From an optimization exercise on the open Yosys and OpenROAD flow, aimed at small area and a short achievable clock period; shortcuts taken in it are not production practice.
No functional check of the RTL was part of any run shown here.
Power figures rest on the tool's default switching activity, not on a simulated workload.

### config.mk
export PLATFORM = sky130hd
export DESIGN_NAME = IEEE754_AdderSubtract
export DESIGN_NICKNAME = IEEE754_AdderSubtract
export VERILOG_FILES = /design/flow/design.v
export SDC_FILE = /design/flow/constraint.sdc
export NUM_CORES = 4
export LEC_CHECK = 0
export ABC_AREA = 1
export CAP_MARGIN = 20
export CORE_MARGIN = 2
export CORE_UTILIZATION = 40
export GPL_TIMING_DRIVEN = 0
export SLEW_MARGIN = 20
### constraint.sdc
create_clock -name core_clock -period 22.0 [get_ports {clock}]
set_input_delay 4.4000 -clock core_clock [delete_from_list [all_inputs] [get_ports {clock}]]
set_output_delay 4.4000 -clock core_clock [all_outputs]
set_load 0.01 [all_outputs]
### design.v
module IEEE754_AdderSubtract
(
	input clock,
	input resetn,
	input [31:0] a,
	input [31:0] b,
	output reg [31:0] y
);
	wire [7:0]  ea = a[30:23];
	wire [7:0]  eb = b[30:23];
	wire [7:0]  dba, dab;
	wire        ge;                              
	bk_add #(8) u_dba (eb, ~ea, 1'b1, dba, ge);
	bk_add #(8) u_dab (ea, ~eb, 1'b1, dab, );
	wire [7:0]  sh = ge ? dba : dab;
	reg         v1, sg1, sub1, big1;
	reg  [7:0]  eg1;
	reg  [4:0]  sh1;
	reg  [22:0] mg1, mw1;
	always @(posedge clock) begin
		v1   <= resetn;
		sg1  <= ge ? b[31] : a[31];
		sub1 <= a[31] ^ b[31];
		eg1  <= ge ? eb : ea;
		big1 <= |sh[7:5];
		sh1  <= sh[4:0];
		mg1  <= ge ? b[22:0] : a[22:0];
		mw1  <= ge ? a[22:0] : b[22:0];
	end
	wire [23:0] sm = big1 ? 24'd1 : ({1'b1, mw1} >> sh1);
	wire [24:0] A = {2'b01, mg1};
	wire [24:0] B = {1'b0, sm} ^ {25{sub1}};
	wire [24:0] p = A ^ B;
	wire [24:0] gc;                              
	wire [24:0] pc;                              
	wire        co;
	bk_prefix #(25, 16) u_pre (A & B, p, gc, pc, co);
	wire        neg = sub1 & ~co;
	wire [24:0] r = p ^ (gc | (pc & {25{co}})) ^ {25{neg}};
	wire        s = sg1 ^ neg;
	wire [4:0]  c;                               
	wire        nz;                              
	lzc32 u_lzc ({r, 7'b0}, c, nz);
	wire [24:0] n1 = c[4] ? {r[8:0], 16'b0} : r;
	wire [24:0] n2 = c[3] ? {n1[16:0], 8'b0} : n1;
	wire [24:0] n3 = c[2] ? {n2[20:0], 4'b0} : n2;
	wire [4:0]  lz = {c[4:2], c[1] & nz, c[0]};
	wire [7:0]  egp, e;
	bk_add #(8) u_inc (eg1, 8'd0, 1'b1, egp, );
	bk_add #(8) u_exp (egp, {3'b111, ~lz}, 1'b1, e, );
	wire [24:0] n4 = c[1] ? {n3[22:0], 2'b0} : n3;
	wire [24:0] n5 = c[0] ? {n4[23:0], 1'b0} : n4;
	always @(posedge clock) begin
		if (!resetn || !v1)
			y <= 32'h00000000;
		else
			y <= {s, e, n5[23:1]};
	end
endmodule
module bk_prefix #(parameter N = 8, parameter TOPD = 4)
(
	input  [N-1:0] g,
	input  [N-1:0] p,
	output [N-1:0] gc,
	output [N-1:0] pc,
	output         co
);
	reg [N-1:0] G, P, Gn, Pn;
	integer i, d;
	always @(*) begin
		G = g;
		P = p;
		for (d = 1; d < N; d = d * 2) begin
			Gn = G; Pn = P;
			for (i = 2*d-1; i < N; i = i + 2*d) begin
				Gn[i] = G[i] | (P[i] & G[i-d]);
				Pn[i] = P[i] & P[i-d];
			end
			G = Gn; P = Pn;
		end
		for (d = TOPD; d >= 1; d = d / 2) begin
			Gn = G; Pn = P;
			for (i = 3*d-1; i < N; i = i + 2*d) begin
				Gn[i] = G[i] | (P[i] & G[i-d]);
				Pn[i] = P[i] & P[i-d];
			end
			G = Gn; P = Pn;
		end
	end
	assign gc = {G[N-2:0], 1'b0};
	assign pc = {P[N-2:0], 1'b1};
	assign co = G[N-1];
endmodule
module bk_add #(parameter N = 8, parameter TOPD = 4)
(
	input  [N-1:0] x,
	input  [N-1:0] y,
	input          ci,
	output [N-1:0] s,
	output         co
);
	wire [N-1:0] p = x ^ y;
	wire [N-1:0] gc, pc;
	wire         c;
	bk_prefix #(N, TOPD) u_pre (x & y, p, gc, pc, c);
	assign s  = p ^ (gc | (pc & {N{ci}}));
	assign co = c | (&p & ci);
endmodule
module lzc32
(
	input  [31:0] x,
	output [4:0]  c,
	output        v
);
	wire [3:0] ch, cl;
	wire       vh, vl;
	lzc16 u_h (x[31:16], ch, vh);
	lzc16 u_l (x[15:0],  cl, vl);
	assign v = vh | vl;
	assign c = vh ? {1'b0, ch} : {1'b1, cl};
endmodule
module lzc16
(
	input  [15:0] x,
	output [3:0]  c,
	output        v
);
	wire [2:0] ch, cl;
	wire       vh, vl;
	lzc8 u_h (x[15:8], ch, vh);
	lzc8 u_l (x[7:0],  cl, vl);
	assign v = vh | vl;
	assign c = vh ? {1'b0, ch} : {1'b1, cl};
endmodule
module lzc8
(
	input  [7:0] x,
	output [2:0] c,
	output       v
);
	wire [1:0] ch, cl;
	wire       vh, vl;
	lzc4 u_h (x[7:4], ch, vh);
	lzc4 u_l (x[3:0], cl, vl);
	assign v = vh | vl;
	assign c = vh ? {1'b0, ch} : {1'b1, cl};
endmodule
module lzc4
(
	input  [3:0] x,
	output [1:0] c,
	output       v
);
	assign v = |x;
	assign c[1] = ~(x[3] | x[2]);
	assign c[0] = ~(x[3] | (~x[2] & x[1]));
endmodule
### flow/run.sh
#!/bin/bash
# The standard layout, with two changes to how it is made:
#  - the smallest plain buffer (buf_1) as the port buffer on every input and output;
#  - repair_timing aims for 15 ns of setup slack (the clock and constraints are unchanged).
set -euo pipefail
bash standard.sh finish "BUFFER_PORTS_ARGS=-buffer_cell sky130_fd_sc_hd__buf_1" SETUP_SLACK_MARGIN=15 > standard_flow.log 2>&1
### standard.sh
#!/bin/bash
# synth_recipe.tcl (not shown) runs the flow's synth.tcl, then flattens the netlist and writes it again
# the make line also repeats each setting of config.mk as NAME=value (left out here)
make -C /OpenROAD-flow-scripts/flow DESIGN_CONFIG=/design/flow/config.mk WORK_HOME=/design/flow/orfs CLKGATE_MAP_FILE= SYNTH_SCRIPT=/design/flow/synth_recipe.tcl "${@:-finish}"
==> run summary, run 1 <==
number of global-route vias before repair ~8500; level count of the clock H-tree 3; EDFF count, synth 0; slew of the pin with the lowest slew margin ~0.69 ns; antenna diode count 0; ratio of routed vias to standard cells about 5.1; largest vdd supply drop between 0.04 and 0.05 mV; count of final max-slew check failures 0; fraction of final layout cells sized beyond drive strength 1 between 10% and 20%; CTS Root Cell clkbuf_16; maximum clock frequency 0.150 GHz; total number of clock tree sinks 95; final critical path time including I/O delays and setup about 6.7 ns; final routed wire length divided by cell count 14.4 um; area of all placed cells without fillers 10200 sq um; register-to-register path setup slack about 15 ns; IO buf count between 90 and 100; TritonCTS clock tree done; first-pass iteration count of the detailed router 6; die width between 150 and 200 um; Total Power Consumption roughly 1.1 mW; cell repeated most along the worst path nand2_1; Reg2Reg Depth 56; total routing resource utilization after global routing 23.2%; synthesized area per cell approximately 6.0 sq um; destination of the worst register-to-register timing path y[30]$_SDFF_PP0_; post-detailed-placement cell area between 9000 and 10000 sq um; critical path type reg -> reg; library cells used by synthesis 47; num ports a little under 100; global route total overflow 0; hold buffer count at cts 0; global-route wire length before repair ~41000 um; number of warnings reported in the yosys synthesis log 3; Syn-to-layout area delta 19.1%; Final TNS setup 0 ns; primary flip-flop cell chosen by synthesis mapping dfxtp_1; number of nets with antenna violations after routing 0; maximum fanout along the worst path 10; Initial Util between 40% and 50%; detailed router's first-iteration violation count between 600 and 700; final worst-path cycle share between 30 and 40%; standard cell with the maximum stage delay on the critical path ha_1; power density of the placed cells ~100 nW/um^2; half-perimeter wire length of the detailed placement result between 20000 and 25000 um; hold endpoint y[31]$_SDFF_PP0_; category of the worst setup path launch point flop; Die Y 150 um; TritonCTS Buffers 9; proportion of synthesized chip area in sequential cells between 20 and 25%; final-report hold violation count 0; total of max-cap violations 0; Mapped Area between 8000 and 9000 sq um; type of destination of the critical path flop; synthesized instance count approximately 1400; Routed WL 26600 um; number of placement rows 53; worst max-slew margin expressed relative to the limit 53.9%; run status finished clean; largest net degree at the start of global routing 19; flops & latches, synth 95; proportion of synthesized flip-flops having asynchronous set or reset 0%; via count around 9400; endpoints failing setup 0; number of stages on the worst hold path 2; antenna violations before repair 0; clock latency at the later pin of the worst-skew pair around 0.36 ns; maximum number of buffers from clock root to sink 2; Critical R2R Launch sh1[0]$_DFF_P_; arrival time of data at the critical path endpoint about 7 ns; leakage power 5.13 nW; area of the die roughly 23000 sq um; number of nets in the layout between 1500 and 2000; final RePlAce weighted congestion approximately 0.9; data required time of the critical path roughly 22 ns; class of the tightest hold or removal check reg -> reg; Largest stage delay, worst path 0.36 ns; buffers and inverters on the worst path 15; kind of cell with the highest combined delay on the critical path simple AND/OR/NAND/NOR gates; area of the core region about 21000 sq um; Mapped Nets 1541; setup repair after global routing missed its margin yes; number of design rule violations left after detail routing 0; min-delay src sg1$_DFF_P_; clock tree skew after final layout 0.0106 ns; Reg clk slew, reported paths about 0.070 ns
==> worst max-delay path by stage <==
stage / from / to / slack [ns] / cells past startpoint
6_report: sh1[0]$_DFF_P_ / y[30]$_SDFF_PP0_ / 15.32 / 56
2_1_floorplan: a[23] / big1$_DFF_P_ / 15.37 / 20
5_1_grt: sh1[0]$_DFF_P_ / y[30]$_SDFF_PP0_ / 14.87 / 49
3_5_place_dp: a[24] / eg1[0]$_DFF_P_ / 14.43 / 17
4_1_cts: sh1[0]$_DFF_P_ / y[30]$_SDFF_PP0_ / 14.93 / 56
3_3_place_gp: a[24] / eg1[3]$_DFF_P_ / 14.48 / 18
==> cell type report <==
cell class | instances | area (sq um)
fill | 2248 | 10800
timing repair buffer | 133 | 649
buffer | 63 | 452
inverter | 172 | 656
clock inverter | 6 | 63.8
tap | 275 | 344
sequential | 95 | 1900
multi-input combinational | 1096 | 5890
clock buffer | 10 | 229
==> report_power, final <==
group          switching, mW  total, mW  internal [mW]
clock                 0.0761      0.156         0.0799
sequential            0.0155      0.222          0.206
combinational          0.444      0.674          0.230
==> synthesized netlist by cell type (2+ instances only) <==
cell type / n / area [sq um]
inv_1: 156 / 586
buf_6: 10 / 113
nor2_4: 9 / 101
buf_1: 5 / 18.8
a21oi_1: 48 / 240
o211ai_1: 13 / 97.6
nand2_2: 17 / 106
dfxtp_1: 95 / 1900
fa_1: 2 / 40.0
o21ai_1: 3 / 15.0
xnor2_1: 4 / 35.0
xor2_1: 32 / 280
o21ai_0: 110 / 551
ha_1: 47 / 588
mux2i_1: 4 / 40.0
nor3_1: 6 / 30.0
inv_2: 14 / 52.6
clkbuf_1: 27 / 101
buf_2: 14 / 70.1
nand3_4: 2 / 35.0
or2_2: 5 / 31.3
nor2_2: 11 / 68.8
o21bai_1: 4 / 30.0
nand3b_1: 2 / 15.0
nor2_1: 88 / 330
nand2_1: 476 / 1790
o21ai_2: 3 / 26.3
nand3_1: 178 / 891
buf_4: 6 / 45.0
nand4_1: 7 / 43.8
nand3_2: 8 / 80.1
nor3_4: 2 / 32.5
nand2_4: 4 / 45.0
==> registers in the layout (all words and copies together), names as in the netlist <==
register and count:
y 32, mg1 23, mw1 23, eg1 8
sh1 5, big1 1, sg1 1, sub1 1
v1 1
==> placed cells by master, fill, tap and decap left out, types with 3 or more instances in the layout <==
cell       count
xor2_1        32
ha_1          45
inv_2         14
buf_6         12
nor2_1        73
xnor2_1        4
nor2_4        12
buf_1         99
dfxtp_1       94
nand4_1        7
nand2_2       41
clkbuf_16     10
buf_8          6
mux2i_1        3
nand3_2       11
clkbuf_2      12
nand3_1      175
o21ai_1       27
a21oi_1       45
o21ai_2       11
nor2_2        23
buf_4         38
or2_2          4
clkbuf_1      10
o211ai_1      13
o21ai_0       78
nand2_1      452
buf_2         17
a21oi_2        4
nand2_4        3
o21bai_1       4
inv_1        154
nor3_1         5
==> routing by layer <==
metal	share of wire (%)	track usage, %
met1	46	30.2
met2	47	38.8
met3	4.1	3.03
met4	3.1	8.96
met5	0	0
==> timing repair <==
item | in CTS | in global routing
gates cloned | 0 | 2
resized for setup | 24 | 149
setup endpoints to repair | 59 | 62
pin swaps | 2 | 40
buffers inserted | 1 | 33
==> tightest hold or removal path, cell delays in order (launching register included) <==
cell and delay [ns]:
dfxtp_1 0.33, xor2_1 0.08, nor2_1 0.07
==> stage by stage <==
step | hold WS [ns] | util [%] | instances | setup slack, ns
after floorplan | 0.458 | - | 1426 | 15.37
after global placement | 0.505 | 44.1 | 1798 | 14.48
after detailed placement | 0.506 | 44.1 | 1798 | 14.43
after CTS | 0.524 | 45.7 | 1815 | 14.93
after global routing | 0.560 | 48.5 | 1850 | 14.87
final | 0.509 | 48.5 | 1850 | 15.32
==> cells by family after synthesis <==
group	count (synthesis)	synth area share, %
AND/OR/NAND/NOR	818	42.3
adder cells (fa/ha/maj)	49	7.34
XOR/XNOR	37	3.87
flip-flops	95	22.2
buffers and inverters	235	11.8
AO/OA/AOI/OAI	188	12.0
multiplexers	4	0.468
==> inputs of run 2 (changes only) <==
--- a/design.v
+++ b/design.v
@@ -4,7 +4,7 @@
 	input resetn,
 	input [31:0] a,
 	input [31:0] b,
-	output reg [31:0] y
+	output [31:0] y
 );
 	wire [7:0]  ea = a[30:23];
 	wire [7:0]  eb = b[30:23];
@@ -48,14 +48,26 @@
 	wire [7:0]  egp, e;
 	bk_add #(8) u_inc (eg1, 8'd0, 1'b1, egp, );
 	bk_add #(8) u_exp (egp, {3'b111, ~lz}, 1'b1, e, );
-	wire [24:0] n4 = c[1] ? {n3[22:0], 2'b0} : n3;
-	wire [24:0] n5 = c[0] ? {n4[23:0], 1'b0} : n4;
+	reg         s2;
+	reg  [7:0]  e2;
+	reg  [1:0]  k2;
+	reg  [23:0] n32;
 	always @(posedge clock) begin
-		if (!resetn || !v1)
-			y <= 32'h00000000;
-		else
-			y <= {s, e, n5[23:1]};
+		if (!resetn || !v1) begin
+			s2  <= 1'b0;
+			e2  <= 8'd0;
+			k2  <= 2'd0;
+			n32 <= 24'd0;
+		end else begin
+			s2  <= s;
+			e2  <= e;
+			k2  <= c[1:0];
+			n32 <= n3[23:0];
+		end
 	end
+	wire [23:0] n4 = k2[1] ? {n32[21:0], 2'b0} : n32;
+	wire [23:0] n5 = k2[0] ? {n4[22:0], 1'b0} : n4;
+	assign y = {s2, e2, n5[23:1]};
 endmodule
 module bk_prefix #(parameter N = 8, parameter TOPD = 4)
 (
==> run 2 against run 1 <==
Compared with the run above:
- power down 9.8%
- clock skew about the same
- global-route usage down 0.90 points
- clock power up 3%
- die area down 2.9%
- area after synthesis down 3.0%
- utilization down 0.42 points
- non-clock buffer count down 29
- hold slack better by 0.019 ns
==> run summary, run 2 <==
run status finished clean; synthesized area per cell approximately 6.2 sq um; Reg2Reg Depth between 40 and 50; Mapped Nets roughly 1500; total routing resource utilization after global routing between 20% and 30%; largest net degree at the start of global routing 18; min-delay src sg1$_DFF_P_; detailed router's first-iteration violation count roughly 500; area of the die approximately 22000 sq um; final-report hold violation count 0; final critical path time including I/O delays and setup between 6 and 7 ns; top-count cell post-synth nand2_1; via count ~8600; number of placement rows 52; proportion of synthesized chip area in sequential cells roughly a quarter; number of warnings reported in the yosys synthesis log 3; primary flip-flop cell chosen by synthesis mapping dfxtp_1; TritonCTS Buffers 9; antenna violations before repair 0; Die Y approximately 150 um; number of design rule violations left after detail routing 0; slew of the pin with the lowest slew margin around 0.68 ns; number of nets in the layout 1577; level count of the clock H-tree 3; hold endpoint s2$_SDFF_PP0_; proportion of synthesized flip-flops having asynchronous set or reset 0%; pre-CTS setup slack approximately 14 ns; leakage power ~4.8 nW; Initial Util between 40% and 50%; synthesized instance count ~1300; largest registers in the final layout n32: 24 flops, mg1: 23 flops, mw1: 23 flops; commonest cells in the synthesized netlist 448 x nand2_1, 146 x inv_1, 120 x o21ai_0; global-route wire length before repair 39500 um; cell-by-cell listing of the critical path clkbuf_1, clkbuf_1, mux2i_1, mux2i_1, buf_1; number of stages on the worst hold path 2; EDFF count, synth 0; area of the core region 20300 sq um; global route total overflow 0; final routed wire length divided by cell count approximately 14 um; fraction of synthesized cell area taken by the top area cell type 23.6%; Syn-to-layout area delta 17.5%; maximum fanout along the worst path 10; post-route worst hold slack roughly 0.53 ns; clock latency at the later pin of the worst-skew pair 0.36 ns; Mapped Area 8300 sq um; total of max-cap violations 0; worst max-slew margin expressed relative to the limit a little over half; most common cell after layout, fill and taps aside nand2_1; commonest non-fill, non-tap cells in the layout 433 x nand2_1, 144 x inv_1, 100 x buf_1, 96 x o21ai_0, 96 x dfxtp_1; number of global-route vias before repair ~7900; min setup slack post-route approximately 15 ns; standard cell with the maximum stage delay on the critical path clkbuf_1; Reg clk slew, reported paths around 0.070 ns; register with the highest flop count n32; arrival time of data at the critical path endpoint ~2.3 ns; total number of clock tree sinks a little under 100; clock tree skew after final layout around 0.010 ns; Largest stage delay, worst path 0.58 ns; half-perimeter wire length of the detailed placement result 20400 um; antenna diode count 0; type of destination of the critical path primary output; data required time of the critical path ~18 ns; Final TNS setup 0 ns; final RePlAce weighted congestion between 0.9 and 1; max reg flops 24; class of the tightest hold or removal check reg -> reg; endpoints failing setup 0; flops & latches, synth 98; first-pass iteration count of the detailed router 5; setup repair after global routing missed its margin yes; num ports 98; ratio of routed vias to standard cells between 4 and 5; number of nets with antenna violations after routing 0; CTS Root Cell clkbuf_16; count of final max-slew check failures 0; Routed WL approximately 25000 um; library cells used by synthesis 47; final worst-path cycle share 30.6%; destination of the worst register-to-register timing path e2[7]$_SDFF_PP0_; largest cells by area after synthesis dfxtp_1 24%, nand2_1 20%, o21ai_0 7.2%; largest vdd supply drop slightly below 0.05 mV; critical path type reg -> out; power density of the placed cells ~97 nW/um^2; Critical R2R Launch sh1[0]$_DFF_P_; IO buf count between 90 and 100; TritonCTS clock tree done; Final Util about half; category of the worst setup path launch point flop; register-to-register path setup slack around 15 ns; fraction of final layout cells sized beyond drive strength 1 between 10% and 20%; maximum number of buffers from clock root to sink 2; die width 148 um; cell taking the most area after synthesis dfxtp_1; maximum clock frequency 0.149 GHz; buffers and inverters on the worst path 3; kind of cell with the highest combined delay on the critical path buffers and inverters
run 2: changes by cell type in the layout (fill, tap and decap cells not counted), sizes merged, moves of 7 or more:
| cell | before | now |
|---|---|---|
| o21ai | 116 | 124 |
| nand4 | 7 | 16 |
| a21oi | 50 | 57 |
| xor2 | 33 | 41 |
| buf | 172 | 139 |
| nand2 | 497 | 463 |
| inv | 172 | 161 |
| nor2 | 108 | 117 |
| mux2i | 4 | 34 |
| nand3 | 188 | 75 |
run 2: logic make-up (layout without fill, tap and decap cells):
kind of cell | count (synthesis) | count (layout) | synth area share [%]
buffers and inverters | 214 | 342 | 10.4
adders and majority gates | 49 | 49 | 7.56
and+or+nand+nor | 686 | 686 | 35.3
DFF | 98 | 98 | 23.6
xor gates and xnor gates | 47 | 47 | 5.14
muxes | 34 | 34 | 4.10
AOI/OAI and AO/OA | 210 | 210 | 13.9
run 2: per-layer routing:
| metal | track usage, % | wire length [um] | vias to the layer above |
|---|---|---|---|
| li1 | - | - | 4524 |
| met1 | 28.9 | 11300 | 3845 |
| met2 | 38.4 | 11700 | 216 |
| met3 | 3.44 | 999 | 40 |
| met4 | 6.24 | 670 | 0 |
| met5 | 0 | 0 | - |
run 2: where the power goes:
part	internal (mW)	switching [mW]	total (mW)
Combinational	0.189	0.372	0.561
Sequential	0.208	0.0196	0.227
Clock	0.0890	0.0715	0.161
run 2: layout make-up:
cell class | instances | area, sq um
fillers | 2250 | 10500
multi-input cells | 1026 | 5710
flip-flops and latches | 98 | 1970
inverters | 160 | 603
repair buffers | 113 | 482
plain buffers | 54 | 353
well taps | 270 | 338
clock buffers | 9 | 225
clock inverters | 6 | 73.8
run 2: worst max path at each step:
stage,startpoint,to,slack (ns),depth (start not counted)
final,k2[1]$_SDFF_PP0_,y[20],15.28,5
after global routing,sh1[0]$_DFF_P_,e2[7]$_SDFF_PP0_,14.87,48
after CTS,sh1[0]$_DFF_P_,e2[7]$_SDFF_PP0_,15.00,47
after detailed placement,a[24],mg1[15]$_DFF_P_,14.39,17
after global placement,a[24],mg1[12]$_DFF_P_,14.45,17
after floorplan,a[24],big1$_DFF_P_,15.40,19
run 2: worst register-to-register path: cells and delay by family (launching register included):
| kind | cells | cell delay, ns |
|---|---|---|
| compound gates | 8 | 1.19 |
| xor+xnor | 1 | 0.18 |
| fa+ha+maj | 2 | 0.71 |
| buf+inv | 8 | 0.80 |
| flops | 1 | 0.40 |
| simple gates | 30 | 3.24 |
run 2: through the flow:
stage / total power, mW / cells / instance area (sq um)
global route: 1.03 / 1736 / 9760
global placement: 0.739 / 1705 / 9010
floorplan: 0.603 / 1338 / 8300
finish: 0.949 / 1736 / 9760
detailed placement: 0.742 / 1705 / 9010
CTS: 0.907 / 1720 / 9360
run 2: repair_timing:
action	in CTS	in global routing
hold buffers	0	0
setup buffers	0	15
pin swaps	0	21
resized for setup	26	135
setup endpoints to repair	61	63
gates cloned	0	1
==> inputs of run 3 (changes only) <==
--- a/config.mk
+++ b/config.mk
@@ -8,6 +8,7 @@
 export ABC_AREA = 1
 export CAP_MARGIN = 20
 export CORE_MARGIN = 2
-export CORE_UTILIZATION = 40
+export CORE_UTILIZATION = 60
+export CTS_BUF_LIST = sky130_fd_sc_hd__clkbuf_8
 export GPL_TIMING_DRIVEN = 0
 export SLEW_MARGIN = 20
==> run 3 against run 2 <==
Compared with the run above:
- final cell count fell by 5.6%
- register-to-register slack worse by 0.13 ns
- area after synthesis unchanged
- routed wire length shrank 5.5%
- combinational power is essentially flat
- clock skew is essentially flat
- count of clock-buffer cells in the layout increased by 3
- clock power fell by 22%
- sequential power is essentially flat
- first-iteration DRC count rose by 35%
- hold slack got worse by 0.034 ns
- die area down 33%
- critical endpoint is now y[16]
- highest routed layer unchanged
==> run summary, run 3 <==
largest net degree at the start of global routing 17; global route total overflow 0; register with the highest flop count n32; largest registers in the final layout n32: 24 flops, mg1: 23 flops, mw1: 23 flops; largest vdd supply drop around 0.064 mV; number of nets with antenna violations after routing 0; level count of the clock H-tree 3; maximum clock frequency ~0.15 GHz; maximum number of buffers from clock root to sink 2; leakage power roughly 4.7 nW; total area of multi-input combinational cells around 5700 sq um; last element of the critical path y[16]; met2 Track Usage GR between 50% and 60%; cell taking the most area after synthesis dfxtp_1; number of warnings reported in the yosys synthesis log 3; Mapped Area approximately 8300 sq um; setup repair after global routing missed its margin yes; category of the worst setup path launch point flop; TritonCTS clock tree done; power density of the placed cells around 96 nW/um^2; top-count cell post-synth nand2_1; proportion of synthesized flip-flops having asynchronous set or reset 0%; number of nets in the layout 1573; placed insts between 1500 and 2000; peak-usage layer in the global routing report met2; number of placement rows 42; total of max-cap violations 0; first-pass iteration count of the detailed router 5; final routed wire length divided by cell count between 10 and 15 um; critical path type reg -> out; data required time of the critical path between 15 and 20 ns; final-report hold violation count 0; total of fill cells in the finished design between 1000 and 1500; slew of the pin with the lowest slew margin ~0.72 ns; Mapped Nets ~1500; Syn-to-layout area delta 14.5%; Reg clk slew, reported paths around 0.090 ns; area of all placed cells without fillers approximately 9500 sq um; number of design rule violations left after detail routing 0; IO buf count 97; count of final max-slew check failures 0; pre-CTS setup slack between 10 and 15 ns; TritonCTS Buffers 9; endpoints failing setup 0; Initial Util between 60% and 70%; largest cells by area after synthesis dfxtp_1 24%, nand2_1 20%, o21ai_0 7.2%; synthesized area per cell between 6 and 7 sq um; global-route wire length before repair ~37000 um; final cell count without fillers roughly 1600; fraction of synthesized cell area taken by the top area cell type between 20% and 30%; EDFF count, synth 0; max reg flops 24; proportion of synthesized chip area in sequential cells about a quarter; final worst-path cycle share a little over 30%; commonest non-fill, non-tap cells in the layout 436 x nand2_1, 144 x inv_1, 99 x buf_1, 97 x o21ai_0, 96 x dfxtp_1; arrival time of data at the critical path endpoint roughly 2.3 ns; type of destination of the critical path primary output; Total Power Consumption between 0.9 and 1 mW; run status finished clean; detailed router's first-iteration violation count 660; die width roughly 120 um; Critical Path Source k2[1]$_SDFF_PP0_; area of the core region 13400 sq um; via count around 9000; synthesized instance count approximately 1300; register-to-register path setup slack about 15 ns; hold buffer count at cts 0; antenna violations before repair 0; number of stages on the worst hold path 2; clock latency at the later pin of the worst-skew pair approximately 0.38 ns; CTS Root Cell clkbuf_8; library cells used by synthesis 47; commonest cells in the synthesized netlist 448 x nand2_1, 146 x inv_1, 120 x o21ai_0; Die Y between 100 and 150 um; sequential standard cell area 1970 sq um; half-perimeter wire length of the detailed placement result around 19000 um; flops & latches, synth between 90 and 100; final critical path time including I/O delays and setup between 6 and 7 ns; antenna diode count 0; total routing resource utilization after global routing around a third; maximum fanout along the worst path 10; total number of clock tree sinks between 90 and 100; final RePlAce weighted congestion between 0.9 and 1; most common cell after layout, fill and taps aside nand2_1; ratio of routed vias to standard cells around 5.4; worst max-slew margin expressed relative to the limit 52.3%; fraction of final layout cells sized beyond drive strength 1 around an eighth; number of global-route vias before repair ~7700; primary flip-flop cell chosen by synthesis mapping dfxtp_1; met3 routing resource usage after global routing 5.10%; clock tree skew after final layout 0.0105 ns; min setup slack post-route ~15 ns; Reg2Reg Depth 48; num ports 98; area of the die 14800 sq um; Routed WL ~23000 um; class of the tightest hold or removal check reg -> reg; met1 global-route usage between 40% and 50%; destination of the worst register-to-register timing path e2[7]$_SDFF_PP0_; Critical R2R Launch sh1[0]$_DFF_P_; Final TNS setup 0 ns; post-detailed-placement cell area ~8900 sq um
[run 3: routing by layer]
metal / part of all wire, % / vias to the layer above
li1: - / 4518
met1: 45 / 3986
met2: 46 / 300
met3: 5.7 / 61
met4: 3.3 / 0
met5: 0 / -
[run 3: how the worst min path moves through the flow]
stage	startpoint	to	slack [ns]
final	sg1$_DFF_P_	s2$_SDFF_PP0_	0.49
after CTS	sg1$_DFF_P_	s2$_SDFF_PP0_	0.50
after global placement	sg1$_DFF_P_	s2$_SDFF_PP0_	0.47
after global routing	sg1$_DFF_P_	s2$_SDFF_PP0_	0.58
after floorplan	sg1$_DFF_P_	s2$_SDFF_PP0_	0.46
after detailed placement	sg1$_DFF_P_	s2$_SDFF_PP0_	0.48
[run 3: cell families (layout without fill, tap and decap cells)]
kind of cell / count (synthesis) / in the layout / share of synthesized area (%)
buffers and inverters: 214 / 339 / 10.4
AND/OR/NAND/NOR: 686 / 686 / 35.3
XOR/XNOR: 47 / 47 / 5.14
multiplexers: 34 / 34 / 4.10
adder cells (fa/ha/maj): 49 / 49 / 7.56
flip-flops: 98 / 98 / 23.6
AO/OA/AOI/OAI: 210 / 210 / 13.9
[run 3: repair_timing]
action                                  CTS  global route
gates cloned                              0             1
pin swaps                                 0            16
gates resized for setup                  16           135
buffers inserted                          0            11
endpoints found under the setup margin    8            63
[run 3: area by class of cell]
| cell class | instances | share of cell area (%) |
|---|---|---|
| buffer | 54 | 3.53 |
| clock buffer | 12 | 1.74 |
| clock inverter | 4 | 0.592 |
| inverter | 160 | 6.38 |
| multi-input combinational | 1026 | 60.0 |
| sequential | 98 | 20.7 |
| tap | 176 | 2.32 |
| timing repair buffer | 109 | 4.75 |
[run 3: where the power goes]
| part | switching [mW] | internal [mW] | leakage (nW) | total, mW |
|---|---|---|---|---|
| sequential | 0.0194 | 0.208 | 0.819 | 0.227 |
| clock | 0.0632 | 0.0626 | 0.107 | 0.126 |
| combinational | 0.372 | 0.187 | 3.78 | 0.559 |
| total | 0.454 | 0.457 | 4.70 | 0.912 |
[run 3: per-stage QoR]
| stage | util, % | hold WS, ns |
|---|---|---|
| global route | 71.0 | 0.579 |
| detailed placement | 66.3 | 0.480 |
| CTS | 68.2 | 0.502 |
| floorplan | - | 0.458 |
| global placement | 66.3 | 0.474 |
| finish | 71.0 | 0.493 |
[run 3: worst max-delay path: stages, from the launching register on]
cell and delay, ns:
dfxtp_1 0.32, clkbuf_1 0.44, clkbuf_1 0.58, mux2i_1 0.35
mux2i_1 0.11, buf_1 0.15
==> inputs of run 4 (changes only) <==
--- a/design.v
+++ b/design.v
@@ -13,7 +13,7 @@
 	bk_add #(8) u_dba (eb, ~ea, 1'b1, dba, ge);
 	bk_add #(8) u_dab (ea, ~eb, 1'b1, dab, );
 	wire [7:0]  sh = ge ? dba : dab;
-	reg         v1, sg1, sub1, big1;
+	reg         v1, sg1, sub1;
 	reg  [7:0]  eg1;
 	reg  [4:0]  sh1;
 	reg  [22:0] mg1, mw1;
@@ -22,12 +22,11 @@
 		sg1  <= ge ? b[31] : a[31];
 		sub1 <= a[31] ^ b[31];
 		eg1  <= ge ? eb : ea;
-		big1 <= |sh[7:5];
-		sh1  <= sh[4:0];
+		sh1  <= (|sh[7:5]) ? 5'd23 : sh[4:0];
 		mg1  <= ge ? b[22:0] : a[22:0];
 		mw1  <= ge ? a[22:0] : b[22:0];
 	end
-	wire [23:0] sm = big1 ? 24'd1 : ({1'b1, mw1} >> sh1);
+	wire [23:0] sm = {1'b1, mw1} >> sh1;
 	wire [24:0] A = {2'b01, mg1};
 	wire [24:0] B = {1'b0, sm} ^ {25{sub1}};
 	wire [24:0] p = A ^ B;
@@ -52,16 +51,16 @@
 	reg  [7:0]  e2;
 	reg  [1:0]  k2;
 	reg  [23:0] n32;
+	always @(posedge clock)
+		k2 <= c[1:0];                            
 	always @(posedge clock) begin
 		if (!resetn || !v1) begin
 			s2  <= 1'b0;
 			e2  <= 8'd0;
-			k2  <= 2'd0;
 			n32 <= 24'd0;
 		end else begin
 			s2  <= s;
 			e2  <= e;
-			k2  <= c[1:0];
 			n32 <= n3[23:0];
 		end
 	end
==> run 4 against run 3 <==
Compared with the run above:
- final cell count shrank 0.24%
- still clean
- critical path depth stayed put
- power rose by 0.43%
- routed wire length fell by 0.98%
==> run summary, run 4 <==
category of the worst setup path launch point flop; clock latency at the later pin of the worst-skew pair between 0.3 and 0.4 ns; Mapped Area 8220 sq um; TritonCTS clock tree done; fraction of final layout cells sized beyond drive strength 1 about 12%; run status finished clean; slew of the pin with the lowest slew margin 0.692 ns; commonest non-fill, non-tap cells in the layout 433 x nand2_1, 149 x inv_1, 101 x buf_1, 97 x o21ai_0, 96 x dfxtp_1; arrival time of data at the critical path endpoint ~2.4 ns; Syn-to-layout area delta 14.8%; first-pass iteration count of the detailed router 7; endpoints failing setup 0; total routing resource utilization after global routing ~31%; fraction of synthesized cell area taken by the top area cell type 23.6%; antenna violations before repair 0; register-to-register path setup slack ~15 ns; most common cell after layout, fill and taps aside nand2_1; register with the highest flop count n32; power density of the placed cells about 97 nW/um^2; largest vdd supply drop 0.0596 mV; Die Y 121 um; global route total overflow 0; number of stages on the worst hold path 2; proportion of synthesized chip area in sequential cells roughly a quarter; final critical path time including I/O delays and setup between 6 and 7 ns; worst max-slew margin expressed relative to the limit between 50% and 60%; Final TNS setup 0 ns; type of destination of the critical path primary output; area of the die 14700 sq um; synthesized area per cell 6.21 sq um; final RePlAce weighted congestion 0.991; Final Util 70.9%; ratio of routed vias to standard cells around 5.5; Critical R2R Launch sh1[0]$_SDFF_PP1_; Mapped Nets around 1400; half-perimeter wire length of the detailed placement result roughly 18000 um; final worst-path cycle share a little under a third; commonest cells in the synthesized netlist 442 x nand2_1, 150 x inv_1, 133 x o21ai_0; maximum number of buffers from clock root to sink 2; clock tree skew after final layout around 0.015 ns; detailed router's first-iteration violation count just under 800; largest net degree at the start of global routing 17; TritonCTS Buffers 9; total of max-cap violations 0; EDFF count, synth 0; count of final max-slew check failures 0; setup repair after global routing missed its margin yes; flops & latches, synth 97; min-delay src sg1$_DFF_P_; hold endpoint s2$_SDFF_PP0_; critical path type reg -> out; area of the core region 13300 sq um; Reg2Reg Depth between 40 and 50; number of design rule violations left after detail routing 0; total of fill cells in the finished design 1212; Reg clk slew, reported paths roughly 0.1 ns; placed insts 1597; leakage power around 5 nW; synthesized instance count about 1300; final cell count without fillers roughly 1600; global-route wire length before repair 36800 um; top-count cell post-synth nand2_1; proportion of synthesized flip-flops having asynchronous set or reset 0%; maximum clock frequency approximately 0.15 GHz; class of the tightest hold or removal check reg -> reg; number of nets in the layout around 1600; number of nets with antenna violations after routing 0; number of global-route vias before repair between 7000 and 8000; number of placement rows between 40 and 50; min setup slack post-route around 15 ns; Routed WL roughly 23000 um; final routed wire length divided by cell count roughly 14 um; maximum fanout along the worst path 10; via count ~9000; library cells used by synthesis 46; Total Power Consumption 0.916 mW; final-report hold violation count 0; total number of clock tree sinks 97; level count of the clock H-tree 3; total area of multi-input combinational cells between 5000 and 6000 sq um; sequential standard cell area between 1500 and 2000 sq um; destination of the worst register-to-register timing path e2[7]$_SDFF_PP0_; post-route worst hold slack ~0.5 ns; largest cells by area after synthesis dfxtp_1 24%, nand2_1 20%, o21ai_0 8.1%; max reg flops 24; CTS Root Cell clkbuf_8; number of warnings reported in the yosys synthesis log 3; Critical Path Source k2[1]$_DFF_P_; num ports between 90 and 100; post-detailed-placement cell area ~8800 sq um; pre-CTS setup slack 14.30 ns; IO buf count 97; hold buffer count at cts 0; antenna diode count 0; data required time of the critical path between 15 and 20 ns; largest registers in the final layout n32: 24 flops, mg1: 23 flops, mw1: 23 flops; die width 121 um; primary flip-flop cell chosen by synthesis mapping dfxtp_1; cell taking the most area after synthesis dfxtp_1; area of all placed cells without fillers 9430 sq um; Initial Util between 60% and 70%
run 4: changes by cell type in the layout (fill, tap and decap cells not counted), sizes merged, moves of 5 or more:
cell    delta
nand3     +15
a21oi      -5
o21ai     +11
xor2       -7
clkinv     +5
buf       +21
clkbuf    -10
nor2      -32
nand4      +9
nand2      -6
run 4: timing repair:
| action | CTS | global route |
|---|---|---|
| pin swaps | 1 | 17 |
| resized for setup | 25 | 140 |
| buffers inserted | 0 | 22 |
| setup endpoints to repair | 61 | 63 |
run 4: final cells by class:
cell class	count	area share, %
Multi-Input combinational cell	1007	59.0
Sequential cell	97	20.6
Inverter	162	6.57
Timing Repair Buffer	119	5.61
Buffer	58	4.07
Tap cell	176	2.33
Clock buffer	9	1.31
Clock inverter	7	0.491
run 4: power breakdown:
| part | total, mW | switching [mW] | internal [mW] | leakage, nW |
|---|---|---|---|---|
| Sequential | 0.223 | 0.0166 | 0.206 | 0.809 |
| Combinational | 0.586 | 0.386 | 0.200 | 3.97 |
| Clock | 0.107 | 0.0656 | 0.0411 | 0.0921 |
run 4: cells by family after synthesis:
family          share of synthesized area [%]
simple gates                             35.3
buf+inv                                  11.0
flops                                    23.6
xor+xnor                                 4.23
compound gates                           14.1
mux                                      4.02
fa+ha+maj                                7.64
run 4: critical path, cell delays in order, from the launching register on:
cell,delay (ns)
dfxtp_1,0.33
clkbuf_1,0.40
clkbuf_1,0.59
mux2i_1,0.34
mux2i_1,0.14
buf_1,0.16
run 4: layer usage:
layer	wire length (um)	vias to the layer above	global-route usage [%]	part of all wire, %
li1	-	4513	-	-
met1	10500	4019	43.4	46
met2	10300	381	49.4	44
met3	1710	48	5.55	7.4
met4	582	0	9.67	2.5
met5	0	-	0	0
run 4: how the worst max path moves through the flow:
stage	endpoint	cells after the start
finish	y[16]	5
global route	e2[7]$_SDFF_PP0_	49
CTS	e2[7]$_SDFF_PP0_	52
detailed placement	mg1[18]$_DFF_P_	16
global placement	mg1[18]$_DFF_P_	16
floorplan	mg1[22]$_DFF_P_	15
==> inputs of run 5 (changes only) <==
--- a/design.v
+++ b/design.v
@@ -33,7 +33,7 @@
 	wire [24:0] gc;                              
 	wire [24:0] pc;                              
 	wire        co;
-	bk_prefix #(25, 16) u_pre (A & B, p, gc, pc, co);
+	sk_prefix #(25) u_pre (A & B, p, gc, pc, co);
 	wire        neg = sub1 & ~co;
 	wire [24:0] r = p ^ (gc | (pc & {25{co}})) ^ {25{neg}};
 	wire        s = sg1 ^ neg;
@@ -44,9 +44,14 @@
 	wire [24:0] n2 = c[3] ? {n1[16:0], 8'b0} : n1;
 	wire [24:0] n3 = c[2] ? {n2[20:0], 4'b0} : n2;
 	wire [4:0]  lz = {c[4:2], c[1] & nz, c[0]};
-	wire [7:0]  egp, e;
+	wire [7:0]  egp;
+	wire [2:0]  ehd;
+	wire [4:0]  elo;
+	wire        nb;                              
 	bk_add #(8) u_inc (eg1, 8'd0, 1'b1, egp, );
-	bk_add #(8) u_exp (egp, {3'b111, ~lz}, 1'b1, e, );
+	bk_add #(3, 2) u_dec (egp[7:5], 3'b111, 1'b0, ehd, );
+	bk_add #(5) u_exp (egp[4:0], ~lz, 1'b1, elo, nb);
+	wire [7:0]  e = {nb ? egp[7:5] : ehd, elo};
 	reg         s2;
 	reg  [7:0]  e2;
 	reg  [1:0]  k2;
@@ -102,6 +107,35 @@
 	assign pc = {P[N-2:0], 1'b1};
 	assign co = G[N-1];
 endmodule
+module sk_prefix #(parameter N = 8)
+(
+	input  [N-1:0] g,
+	input  [N-1:0] p,
+	output [N-1:0] gc,
+	output [N-1:0] pc,
+	output         co
+);
+	reg [N-1:0] G, P, Gn, Pn;
+	integer i, l, j;
+	always @(*) begin
+		G = g;
+		P = p;
+		for (l = 1; l < N; l = l * 2) begin
+			Gn = G; Pn = P;
+			for (i = 0; i < N; i = i + 1) begin
+				if ((i / l) % 2 == 1) begin
+					j = (i / l) * l - 1;
+					Gn[i] = G[i] | (P[i] & G[j]);
+					Pn[i] = P[i] & P[j];
+				end
+			end
+			G = Gn; P = Pn;
+		end
+	end
+	assign gc = {G[N-2:0], 1'b0};
+	assign pc = {P[N-2:0], 1'b1};
+	assign co = G[N-1];
+endmodule
 module bk_add #(parameter N = 8, parameter TOPD = 4)
 (
 	input  [N-1:0] x,
==> run 5 against run 4 <==
Compared with the run above:
- register-to-register slack improved by 0.02 ns
- final cell count decreased by 0.24%
- die area decreased by 0.64%
- power about the same
- area after synthesis decreased by 0.65%
- via count decreased by 3.6%
- utilization decreased by 1.0 points
- combinational power decreased by 2%
- count of clock-buffer cells in the layout unchanged
- global-route usage decreased by 0.65 points
- still clean on timing, DRC and antenna
- setup slack got worse by 0.043 ns
- clock skew decreased by 0.0066 ns
==> run summary, run 5 <==
run status finished clean; IO buf count between 90 and 100; die width about 120 um; synthesized area per cell 6.14 sq um; largest registers in the final layout n32: 24 flops, mg1: 23 flops, mw1: 23 flops; ratio of routed vias to standard cells roughly 5.3; area of the die between 10000 and 15000 sq um; maximum number of buffers from clock root to sink 2; maximum clock frequency roughly 0.15 GHz; number of nets in the layout 1566; level count of the clock H-tree 3; critical path type in -> reg; cell repeated most along the worst path inv_1; detailed router's first-iteration violation count about 640; most common cell after layout, fill and taps aside nand2_1; final worst-path cycle share 30.9%; data required time of the critical path 22.27 ns; global route total overflow 0; first-pass iteration count of the detailed router 5; commonest non-fill, non-tap cells in the layout 429 x nand2_1, 148 x inv_1, 114 x o21ai_0, 103 x buf_1, 97 x dfxtp_1; half-perimeter wire length of the detailed placement result approximately 18000 um; number of warnings reported in the yosys synthesis log 5; number of placement rows 42; Reg clk slew, reported paths about 0.1 ns; category of the worst setup path launch point input pin; dominant combinational cell family by area after synthesis simple AND/OR/NAND/NOR gates; primary flip-flop cell chosen by synthesis mapping dfxtp_1; Largest stage delay, worst path 0.41 ns; final RePlAce weighted congestion between 0.9 and 1; post-synthesis share of cell area spent on full adders, half adders and majority gates under 10%; synthesized instance count 1329; number of nets with antenna violations after routing 0; standard cell with the maximum stage delay on the critical path o21ai_0; Syn-to-layout area delta 13.4%; power density of the placed cells about 100 nW/um^2; EDFF count, synth 0; total number of clock tree sinks a little under 100; metal1 wirelength 10300 um; hold buffer count at cts 0; flops & latches, synth between 90 and 100; commonest cells in the synthesized netlist 434 x nand2_1, 148 x inv_1, 134 x o21ai_0; library cells used by synthesis between 40 and 50; cell-by-cell listing of the critical path buf_1, inv_1, ha_1, a21oi_1, o21ai_0, nor2_1, inv_1, a21oi_1, inv_1, a21oi_2, o21bai_1, a21oi_2, inv_2, clkbuf_1, o21ai_0; number of global-route vias before repair just under 8000; parity-gate share of the synthesized area counting xor and xnor cells approximately 5.5%; slew of the pin with the lowest slew margin roughly 0.68 ns; proportion of synthesized chip area in sequential cells a little under a quarter; largest vdd supply drop 0.0463 mV; area of all placed cells without fillers 9260 sq um; endpoints failing setup 0; met3 wirelength from detailed routing around 1100 um; clock latency at the later pin of the worst-skew pair approximately 0.40 ns; num ports slightly below 100; arrival time of data at the critical path endpoint approximately 7.1 ns; max reg flops 24; largest cells by area after synthesis dfxtp_1 24%, nand2_1 20%, o21ai_0 8.2%; post-detailed-placement cell area just under 9000 sq um; via count 8638; total routing resource utilization after global routing around 31%; Mapped Nets approximately 1400; area of the core region approximately 13000 sq um; proportion of synthesized flip-flops having asynchronous set or reset 0%; fraction of final layout cells sized beyond drive strength 1 slightly below 9%; number of design rule violations left after detail routing 0; sequential standard cell area between 1500 and 2000 sq um; TritonCTS Buffers 9; TritonCTS clock tree done; clock tree skew after final layout slightly above 0.008 ns; antenna diode count 0; length of routed met2 wiring ~10000 um; share of the synthesized area in compound gates (AO/OA/AOI/OAI) about 15%; worst max-slew margin expressed relative to the limit 54.9%; largest net degree at the start of global routing 19; total of fill cells in the finished design 1274; final routed wire length divided by cell count 13.5 um; antenna violations before repair 0; top-count cell post-synth nand2_1; count of final max-slew check failures 0; proportion of synthesized area in mux cells under 10%; Mapped Area 8170 sq um; type of destination of the critical path flop; total area of multi-input combinational cells 5460 sq um; leakage power ~4.7 nW; maximum fanout along the worst path 10; Final TNS setup 0 ns; final-report hold violation count 0; class of the tightest hold or removal check reg -> reg; total of max-cap violations 0; register with the highest flop count n32; setup repair after global routing missed its margin yes; basic-gate share of the synthesized area counting and, or, nand and nor cells approximately a third; Die Y between 100 and 150 um; Routed WL about 22000 um; CTS Root Cell clkbuf_8; fraction of synthesized cell area taken by the top area cell type 23.8%; global-route wire length before repair roughly 36000 um; final critical path time including I/O delays and setup approximately 6.8 ns; cell taking the most area after synthesis dfxtp_1; highest metal layer with signal wires met4; Initial Util between 60% and 70%
[run 5: changes by cell type in the layout (fill, tap and decap cells not counted), sizes merged, moves of 8 or more]
cell,change
nand4,-22
buf,-17
nor2,+17
nand3,-10
xor2,+9
nand2,-8
[run 5: timing repair]
action                     4_1_cts  5_1_grt
setup endpoints to repair       42       62
pin swaps                        1        9
gates cloned                     0        1
buffers inserted                 0       12
resized for setup               17       96
[run 5: critical path, delay by kind of cell]
family                     cells  cell delay [ns]
and+or+nand+nor                1             0.15
buffers and inverters          6             0.76
adders and majority gates      1             0.35
AOI/OAI and AO/OA              7             1.40
[run 5: cells by family after synthesis]
| kind of cell | Yosys count |
|---|---|
| XOR/XNOR | 51 |
| buffers and inverters | 225 |
| flip-flops | 97 |
| adder cells (fa/ha/maj) | 50 |
| AND/OR/NAND/NOR | 651 |
| multiplexers | 30 |
| AO/OA/AOI/OAI | 225 |
[run 5: path summary, 6_finish.rpt]
kind                     startpoint          endpoint  slack, ns  cells past startpoint
setup / recovery              a[26]   mg1[18]$_DFF_P_      15.21                     15
hold / removal          sg1$_DFF_P_     s2$_SDFF_PP0_       0.50                      2
setup reg to reg  sh1[1]$_SDFF_PP1_  e2[7]$_SDFF_PP0_      15.44                     46
hold reg to reg         sg1$_DFF_P_     s2$_SDFF_PP0_       0.50                      2
[run 5: stage by stage]
step	setup WS [ns]	util, %	power [mW]	cells	hold WS [ns]
4_1_cts	14.98	67.9	0.888	1618	0.496
2_1_floorplan	15.19	-	0.630	1329	0.458
3_3_place_gp	14.11	66.1	0.755	1602	0.487
3_5_place_dp	14.13	66.1	0.762	1602	0.483
6_report	15.21	69.9	0.916	1631	0.497
5_1_grt	14.90	69.9	1.00	1631	0.518
[run 5: area by class of cell]
class | instances | area share [%]
timing repair buffer | 110 | 4.99
multi-input combinational | 1007 | 59.0
tap | 176 | 2.38
clock buffer | 9 | 1.34
inverter | 169 | 7.01
buffer | 56 | 3.43
sequential | 97 | 21.0
clock inverter | 7 | 0.919
[run 5: power by group]
part | internal (mW) | switching (mW)
Combinational | 0.193 | 0.379
Clock | 0.0546 | 0.0681
Sequential | 0.207 | 0.0152
[run 5: metal layers]
| layer | GRT usage, % | vias to the layer above |
|---|---|---|
| met3 | 5.00 | 40 |
| met5 | 0 | - |
| met2 | 50.3 | 272 |
| li1 | - | 4480 |
| met1 | 41.2 | 3846 |
| met4 | 9.45 | 0 |
==> inputs of run 6 (changes only) <==
--- a/design.v
+++ b/design.v
@@ -13,27 +13,30 @@
 	bk_add #(8) u_dba (eb, ~ea, 1'b1, dba, ge);
 	bk_add #(8) u_dab (ea, ~eb, 1'b1, dab, );
 	wire [7:0]  sh = ge ? dba : dab;
-	reg         v1, sg1, sub1;
+	reg         v1, sg1, sub1, ge1;
 	reg  [7:0]  eg1;
 	reg  [4:0]  sh1;
-	reg  [22:0] mg1, mw1;
+	reg  [22:0] ma1, mb1;
 	always @(posedge clock) begin
 		v1   <= resetn;
 		sg1  <= ge ? b[31] : a[31];
 		sub1 <= a[31] ^ b[31];
+		ge1  <= ge;
 		eg1  <= ge ? eb : ea;
 		sh1  <= (|sh[7:5]) ? 5'd23 : sh[4:0];
-		mg1  <= ge ? b[22:0] : a[22:0];
-		mw1  <= ge ? a[22:0] : b[22:0];
+		ma1  <= a[22:0];
+		mb1  <= b[22:0];
 	end
-	wire [23:0] sm = {1'b1, mw1} >> sh1;
-	wire [24:0] A = {2'b01, mg1};
+	wire [22:0] mg = ge1 ? mb1 : ma1;
+	wire [22:0] mw = ge1 ? ma1 : mb1;
+	wire [23:0] sm = {1'b1, mw} >> sh1;
+	wire [24:0] A = {2'b01, mg};
 	wire [24:0] B = {1'b0, sm} ^ {25{sub1}};
 	wire [24:0] p = A ^ B;
 	wire [24:0] gc;                              
 	wire [24:0] pc;                              
 	wire        co;
-	sk_prefix #(25) u_pre (A & B, p, gc, pc, co);
+	bk_prefix #(25, 16) u_pre (A & B, p, gc, pc, co);
 	wire        neg = sub1 & ~co;
 	wire [24:0] r = p ^ (gc | (pc & {25{co}})) ^ {25{neg}};
 	wire        s = sg1 ^ neg;
@@ -107,35 +110,6 @@
 	assign pc = {P[N-2:0], 1'b1};
 	assign co = G[N-1];
 endmodule
-module sk_prefix #(parameter N = 8)
-(
-	input  [N-1:0] g,
-	input  [N-1:0] p,
-	output [N-1:0] gc,
-	output [N-1:0] pc,
-	output         co
-);
-	reg [N-1:0] G, P, Gn, Pn;
-	integer i, l, j;
-	always @(*) begin
-		G = g;
-		P = p;
-		for (l = 1; l < N; l = l * 2) begin
-			Gn = G; Pn = P;
-			for (i = 0; i < N; i = i + 1) begin
-				if ((i / l) % 2 == 1) begin
-					j = (i / l) * l - 1;
-					Gn[i] = G[i] | (P[i] & G[j]);
-					Pn[i] = P[i] & P[j];
-				end
-			end
-			G = Gn; P = Pn;
-		end
-	end
-	assign gc = {G[N-2:0], 1'b0};
-	assign pc = {P[N-2:0], 1'b1};
-	assign co = G[N-1];
-endmodule
 module bk_add #(parameter N = 8, parameter TOPD = 4)
 (
 	input  [N-1:0] x,
==> run 6 against run 5 <==
Compared with the run above:
- clock power down 7%
- maximum frequency is 0.52% lower
- die area grew 4.4%
- final cell count up 3.6%
- area after synthesis rose by 4.6%
- global-route usage fell by 0.20 points
==> run summary, run 6 <==
TritonCTS Buffers 9; Final TNS setup 0 ns; slew of the pin with the lowest slew margin ~0.74 ns; largest vdd supply drop between 0.04 and 0.05 mV; total of max-cap violations 0; met2 Track Usage GR about half; TritonCTS clock tree done; run status finished clean; level count of the clock H-tree 3; maximum fanout along the worst path 10; basic-gate share of the synthesized area counting and, or, nand and nor cells approximately 39%; number of global-route vias before repair 7758; first-pass iteration count of the detailed router 5; final routed wire length divided by cell count 13.9 um; data required time of the critical path 22.29 ns; post-synthesis share of cell area spent on full adders, half adders and majority gates under 10%; cell repeated most along the worst path nand2_1; dominant combinational cell family by area after synthesis simple AND/OR/NAND/NOR gates; maximum number of buffers from clock root to sink 2; clock tree skew after final layout 0.0162 ns; parity-gate share of the synthesized area counting xor and xnor cells under 10%; critical path type reg -> reg; placed insts 1645; half-perimeter wire length of the detailed placement result 18700 um; power density of the placed cells between 90 and 100 nW/um^2; kind of cell with the highest combined delay on the critical path simple AND/OR/NAND/NOR gates; fraction of synthesized cell area taken by the top area cell type 23.0%; Final Util 70.9%; top-count cell post-synth nand2_1; min setup slack post-route around 15 ns; global route total overflow 0; max reg flops 24; hold buffer count at cts 0; largest cells by area after synthesis dfxtp_1 23%, nand2_1 22%, ha_1 7.0%; category of the worst setup path launch point flop; num ports approximately 100; largest registers in the final layout n32: 24 flops, ma1: 23 flops, mb1: 23 flops; proportion of synthesized flip-flops having asynchronous set or reset 0%; fraction of final layout cells sized beyond drive strength 1 between 10% and 20%; Syn-to-layout area delta 15.2%; ratio of routed vias to standard cells ~5.3; Die Y roughly 120 um; most common cell after layout, fill and taps aside nand2_1; number of placement rows between 40 and 50; clock latency at the later pin of the worst-skew pair just under 0.4 ns; met3 routing resource usage after global routing under 10%; leakage power roughly 5 nW; post-route worst hold slack roughly 0.50 ns; type of destination of the critical path flop; final worst-path cycle share a little under a third; number of nets with antenna violations after routing 0; detailed router's first-iteration violation count 691; register with the highest flop count n32; commonest cells in the synthesized netlist 498 x nand2_1, 144 x inv_1, 103 x o21ai_0; Routed WL around 24000 um; CTS Root Cell clkbuf_8; standard cell with the maximum stage delay on the critical path o21ai_0; EDFF count, synth 0; total routing resource utilization after global routing 30.4%; met1 global-route usage a little over two fifths; synthesized area per cell between 6 and 7 sq um; via count 9017; buffers and inverters on the worst path 11; synthesized instance count 1368; setup repair after global routing missed its margin yes; proportion of synthesized area in mux cells 3.99%; proportion of synthesized chip area in sequential cells 23.0%; commonest non-fill, non-tap cells in the layout 485 x nand2_1, 143 x inv_1, 100 x buf_1, 97 x dfxtp_1, 92 x nand3_1; die width 123 um; final cell count without fillers ~1700; count of final max-slew check failures 0; share of the synthesized area in compound gates (AO/OA/AOI/OAI) 11.6%; number of warnings reported in the yosys synthesis log 5; global-route wire length before repair roughly 37000 um; endpoints failing setup 0; largest net degree at the start of global routing 17; pre-CTS setup slack 14.18 ns; antenna diode count 0; peak-usage layer in the global routing report met2; class of the tightest hold or removal check reg -> reg; final critical path time including I/O delays and setup just under 7 ns; flops & latches, synth 98; number of design rule violations left after detail routing 0; antenna violations before repair 0; final-report hold violation count 0; final RePlAce weighted congestion 0.954; arrival time of data at the critical path endpoint 7.12 ns; library cells used by synthesis 50; number of nets in the layout approximately 1600; maximum clock frequency ~0.15 GHz; cell taking the most area after synthesis dfxtp_1; area of the die approximately 15000 sq um; area of the core region between 10000 and 15000 sq um; Mapped Nets approximately 1500; IO buf count 97; primary flip-flop cell chosen by synthesis mapping dfxtp_1; Reg clk slew, reported paths 0.09 ns; Largest stage delay, worst path ~0.43 ns; Initial Util ~62%; Mapped Area about 8500 sq um; total number of clock tree sinks 98; worst max-slew margin expressed relative to the limit approximately half
-- run 6: layer usage --
| layer | wire, um | part of all wire, % |
|---|---|---|
| met1 | 10700 | 45 |
| met2 | 10700 | 45 |
| met3 | 1460 | 6.2 |
| met4 | 703 | 3.0 |
| met5 | 0 | 0 |
-- run 6: timing repair --
item                                    4_1_cts  5_1_grt
pin swaps                                     8       33
endpoints found under the setup margin        5        5
gates cloned                                  0        1
buffers inserted                              5       22
resized for setup                            29      102
-- run 6: logic make-up after synthesis --
logic type / count (synthesis)
adders and majority gates: 50
DFF: 98
AOI/OAI and AO/OA: 181
and+or+nand+nor: 751
muxes: 34
xor gates and xnor gates: 37
buffers and inverters: 217
-- run 6: stage by stage --
stage / power [mW] / cell area [sq um]
floorplan: 0.635 / 8540
global placement: 0.765 / 9130
detailed placement: 0.772 / 9130
CTS: 0.898 / 9440
global route: 1.04 / 9840
finish: 0.955 / 9840
-- run 6: cell type report --
class | instances | area [sq um]
Timing Repair Buffer | 125 | 574
Fill cell | 1291 | 4040
Tap cell | 180 | 225
Clock inverter | 4 | 32.5
Sequential cell | 98 | 1960
Buffer | 60 | 403
Clock buffer | 12 | 165
Inverter | 157 | 594
Multi-Input combinational cell | 1053 | 5880
-- run 6: where the power goes --
group | leakage [nW] | internal (mW) | switching [mW]
combinational | 4.14 | 0.218 | 0.411
sequential | 0.818 | 0.201 | 0.0118
clock | 0.0952 | 0.0509 | 0.0630
-- run 6: final timing paths --
| path | start | endpoint | slack (ns) | cells past startpoint |
|---|---|---|---|---|
| worst max register to register | ge1$_DFF_P_ | e2[7]$_SDFF_PP0_ | 15.17 | 50 |
| worst max-delay path | ge1$_DFF_P_ | e2[7]$_SDFF_PP0_ | 15.17 | 50 |
| worst min-delay path | sg1$_DFF_P_ | s2$_SDFF_PP0_ | 0.50 | 2 |
| worst min register to register | sg1$_DFF_P_ | s2$_SDFF_PP0_ | 0.50 | 2 |
-- run 6: worst register-to-register path: cells and delay by family, from the launching register on --
kind	cells	cell delay [ns]
adder cells (fa/ha/maj)	2	0.64
buffers and inverters	11	1.04
AND/OR/NAND/NOR	30	3.31
flip-flops	1	0.32
XOR/XNOR	1	0.18
AO/OA/AOI/OAI	6	1.22
==> inputs of run 7 (changes only) <==
--- a/design.v
+++ b/design.v
@@ -13,24 +13,22 @@
 	bk_add #(8) u_dba (eb, ~ea, 1'b1, dba, ge);
 	bk_add #(8) u_dab (ea, ~eb, 1'b1, dab, );
 	wire [7:0]  sh = ge ? dba : dab;
-	reg         v1, sg1, sub1, ge1;
+	reg         v1, sg1, sub1, big1;
 	reg  [7:0]  eg1;
 	reg  [4:0]  sh1;
-	reg  [22:0] ma1, mb1;
+	reg  [22:0] mg1, mw1;
 	always @(posedge clock) begin
 		v1   <= resetn;
 		sg1  <= ge ? b[31] : a[31];
 		sub1 <= a[31] ^ b[31];
-		ge1  <= ge;
 		eg1  <= ge ? eb : ea;
-		sh1  <= (|sh[7:5]) ? 5'd23 : sh[4:0];
-		ma1  <= a[22:0];
-		mb1  <= b[22:0];
+		big1 <= |sh[7:5];
+		sh1  <= sh[4:0];
+		mg1  <= ge ? b[22:0] : a[22:0];
+		mw1  <= ge ? a[22:0] : b[22:0];
 	end
-	wire [22:0] mg = ge1 ? mb1 : ma1;
-	wire [22:0] mw = ge1 ? ma1 : mb1;
-	wire [23:0] sm = {1'b1, mw} >> sh1;
-	wire [24:0] A = {2'b01, mg};
+	wire [23:0] sm = big1 ? 24'd1 : ({1'b1, mw1} >> sh1);
+	wire [24:0] A = {2'b01, mg1};
 	wire [24:0] B = {1'b0, sm} ^ {25{sub1}};
 	wire [24:0] p = A ^ B;
 	wire [24:0] gc;                              
@@ -47,28 +45,23 @@
 	wire [24:0] n2 = c[3] ? {n1[16:0], 8'b0} : n1;
 	wire [24:0] n3 = c[2] ? {n2[20:0], 4'b0} : n2;
 	wire [4:0]  lz = {c[4:2], c[1] & nz, c[0]};
-	wire [7:0]  egp;
-	wire [2:0]  ehd;
-	wire [4:0]  elo;
-	wire        nb;                              
+	wire [7:0]  egp, e;
 	bk_add #(8) u_inc (eg1, 8'd0, 1'b1, egp, );
-	bk_add #(3, 2) u_dec (egp[7:5], 3'b111, 1'b0, ehd, );
-	bk_add #(5) u_exp (egp[4:0], ~lz, 1'b1, elo, nb);
-	wire [7:0]  e = {nb ? egp[7:5] : ehd, elo};
+	bk_add #(8) u_exp (egp, {3'b111, ~lz}, 1'b1, e, );
 	reg         s2;
 	reg  [7:0]  e2;
 	reg  [1:0]  k2;
 	reg  [23:0] n32;
-	always @(posedge clock)
-		k2 <= c[1:0];                            
 	always @(posedge clock) begin
 		if (!resetn || !v1) begin
 			s2  <= 1'b0;
 			e2  <= 8'd0;
+			k2  <= 2'd0;
 			n32 <= 24'd0;
 		end else begin
 			s2  <= s;
 			e2  <= e;
+			k2  <= c[1:0];
 			n32 <= n3[23:0];
 		end
 	end
==> flow/run.sh (replaced) <==
#!/bin/bash
# The standard layout, with three changes to how it is made:
#  - synthesis maps the logic with flow/abc_area.script (registers are mapped as
#    before, the ABC step only maps the logic between them);
#  - the smallest plain buffer (buf_1) as the port buffer on every input and output;
#  - repair_timing aims for 15 ns of setup slack (the clock and constraints are unchanged).
set -euo pipefail
mkdir -p scripts
for f in "$FLOW_HOME"/scripts/*; do ln -sfn "$f" scripts/; done
rm -f scripts/abc_area.script
cp flow/abc_area.script scripts/abc_area.script
bash standard.sh finish SCRIPTS_DIR="$PWD/scripts" "BUFFER_PORTS_ARGS=-buffer_cell sky130_fd_sc_hd__buf_1" SETUP_SLACK_MARGIN=15 > standard_flow.log 2>&1
==> flow/abc_area.script (new file) <==
strash
dch
amap
topo
stime -c
buffer -c
upsize -c
dnsize -c
--- a/config.mk
+++ b/config.mk
@@ -9,6 +9,5 @@
 export CAP_MARGIN = 20
 export CORE_MARGIN = 2
 export CORE_UTILIZATION = 60
-export CTS_BUF_LIST = sky130_fd_sc_hd__clkbuf_8
 export GPL_TIMING_DRIVEN = 0
 export SLEW_MARGIN = 20
==> run 7 against run 6 <==
Compared with the run above:
- still clean
- maximum frequency fell by 15%
- hold slack worse by 0.068 ns
- clock power grew 26%
- utilization up 8.8 points
- sequential cell count is the same
- critical path depth is 7 lower
==> run summary, run 7 <==
slew of the pin with the lowest slew margin 0.635 ns; via count a little under 8000; final critical path time including I/O delays and setup around 8 ns; clock latency at the later pin of the worst-skew pair 0.35 ns; top-count cell post-synth o22ai_1; largest registers in the final layout n32: 24 flops, mg1: 23 flops, mw1: 23 flops; proportion of synthesized area in mux cells 0%; detailed router's first-iteration violation count 834; number of global-route vias before repair between 6000 and 7000; number of nets in the layout between 1000 and 1500; final-report hold violation count 0; die width ~110 um; Largest stage delay, worst path approximately 0.4 ns; level count of the clock H-tree 3; total routing resource utilization after global routing between 30% and 40%; Critical Path Source sh1[0]$_DFF_P_; max reg flops 24; number of placement rows 39; run status finished clean; critical path type reg -> reg; final worst-path cycle share between 30% and 40%; cell repeated most along the worst path nor4_4; register-to-register path setup slack approximately 14 ns; CTS Root Cell clkbuf_16; global-route wire length before repair between 30000 and 40000 um; leakage power approximately 3.8 nW; basic-gate share of the synthesized area counting and, or, nand and nor cells 14.9%; final routed wire length divided by cell count ~17 um; setup repair after global routing missed its margin yes; cell taking the most area after synthesis dfxtp_1; largest net degree at the start of global routing 16; IO buf count 97; EDFF count, synth 0; clock tree skew after final layout between 0.007 and 0.008 ns; Final TNS setup 0 ns; category of the worst setup path launch point flop; maximum fanout along the worst path 6; Syn-to-layout area delta 31.2%; post-route worst hold slack approximately 0.43 ns; primary flip-flop cell chosen by synthesis mapping dfxtp_1; register with the highest flop count n32; synthesized area per cell ~7.4 sq um; antenna diode count 0; Reg2Reg Depth 43; library cells used by synthesis 65; num ports 98; synthesized instance count 929; data required time of the critical path roughly 22 ns; largest cells by area after synthesis dfxtp_1 29%, o22ai_1 16%, ha_1 8.6%; proportion of synthesized chip area in sequential cells between 20% and 30%; Mapped Area approximately 6800 sq um; largest vdd supply drop between 0.05 and 0.06 mV; power density of the placed cells around 97 nW/um^2; Die Y approximately 110 um; total of max-cap violations 0; final RePlAce weighted congestion a little under 1; number of nets with antenna violations after routing 0; first-pass iteration count of the detailed router 7; antenna violations before repair 0; parity-gate share of the synthesized area counting xor and xnor cells approximately 1.5%; TritonCTS clock tree done; Mapped Nets 1044; count of final max-slew check failures 0; dominant combinational cell family by area after synthesis compound AO/OA/AOI/OAI gates; min-delay src sg1$_DFF_P_; area of all placed cells without fillers 8980 sq um; total number of clock tree sinks just under 100; most common cell after layout, fill and taps aside o22ai_1; number of warnings reported in the yosys synthesis log 3; maximum clock frequency 0.125 GHz; global route total overflow 0; Critical R2R Launch sh1[0]$_DFF_P_; Total Power Consumption just under 0.9 mW; area of the die 12300 sq um; Reg clk slew, reported paths approximately 0.070 ns; flops & latches, synth approximately 100; ratio of routed vias to standard cells between 6 and 7; proportion of synthesized flip-flops having asynchronous set or reset 0%; number of design rule violations left after detail routing 0; endpoints failing setup 0; worst max-slew margin expressed relative to the limit around 57%; maximum number of buffers from clock root to sink 2; type of destination of the critical path flop; fraction of synthesized cell area taken by the top area cell type about 29%; TritonCTS Buffers 9; Routed WL between 20000 and 25000 um; post-detailed-placement cell area 7490 sq um; fraction of final layout cells sized beyond drive strength 1 about 23%; post-synthesis share of cell area spent on full adders, half adders and majority gates 9.17%; commonest non-fill, non-tap cells in the layout 152 x o22ai_1, 106 x inv_1, 99 x buf_1, 97 x dfxtp_1, 90 x nor2_1; standard cell with the maximum stage delay on the critical path a2111oi_4; class of the tightest hold or removal check reg -> reg; arrival time of data at the critical path endpoint 8.31 ns; area of the core region approximately 11000 sq um; Initial Util between 60% and 70%; commonest cells in the synthesized netlist 172 x o22ai_1, 112 x inv_1, 98 x dfxtp_1; half-perimeter wire length of the detailed placement result 14600 um; hold buffer count at cts 0; number of stages on the worst hold path 1; share of the synthesized area in compound gates (AO/OA/AOI/OAI) a little over a third
run 7: changes by cell type after synthesis, moves of 17 or more:
cell,change
inv_1,-32
xor2_1,-24
nand2_1,-436
o21ai_0,-51
o22ai_1,+170
mux2i_1,-34
nor2_1,+30
nand3_1,-96
a211oi_1,+17
run 7: repair_timing:
item / in CTS / in global routing
buffers inserted: 52 / 28
resized for setup: 71 / 104
hold endpoints to repair: 0 / 0
gates cloned: 2 / 1
pin swaps: 46 / 54
endpoints found under the setup margin: 82 / 70
run 7: per-stage QoR:
step	util, %	setup slack (ns)	std cells
floorplan	-	14.74	929
global placement	66.4	13.46	1169
detailed placement	66.4	13.39	1169
CTS	74.6	14.36	1239
global route	79.7	13.71	1268
finish	79.7	13.98	1268
run 7: critical path: cells and delay by family, from the launching register on:
kind / cells / cell delay, ns
and+or+nand+nor: 14 / 2.16
AOI/OAI and AO/OA: 20 / 3.97
buffers and inverters: 7 / 0.95
DFF: 1 / 0.34
adders and majority gates: 2 / 0.51
run 7: power by group:
group	internal, mW	total [mW]	switching (mW)
Combinational	0.215	0.507	0.293
Clock	0.0768	0.144	0.0669
Sequential	0.205	0.221	0.0163
Total	0.496	0.872	0.376
run 7: cells by family (layout without fill, tap and decap cells):
logic type	Yosys count	after routing
AO/OA/AOI/OAI	373	373
XOR/XNOR	11	11
adder cells (fa/ha/maj)	49	49
buffers and inverters	179	375
flip-flops	98	98
AND/OR/NAND/NOR	219	219
run 7: area by class of cell:
type	instances	area (sq um)
buffer	59	375
clock buffer	12	236
clock inverter	4	26.3
fill	798	2290
inverter	120	459
multi-input combinational	652	4690
sequential	98	1960
tap	143	179
timing repair buffer	179	1040
timing repair inverter	1	7.51
run 7: worst paths after layout:
| kind | endpoint |
|---|---|
| max | e2[7]$_SDFF_PP0_ |
| min | s2$_SDFF_PP0_ |
| max reg2reg | e2[7]$_SDFF_PP0_ |
| min reg2reg | s2$_SDFF_PP0_ |
run 7: layer usage:
layer	up-vias	wire (um)	part of all wire (%)	track usage [%]
li1	3799	-	-	-
met1	3517	9110	42	42.6
met2	418	9900	46	52.3
met3	74	1730	8.1	5.69
met4	0	747	3.5	10.8
met5	-	0	0	0

Re-timed with assumed drivers on the ports (clkbuf_16 on the clock, buf_2 on other inputs), run 7 has 13.975 ns of setup slack against 13.975 ns with ideal ports, and 13.975 ns once port delays also move by the mid clock arrival of 0.392 ns.
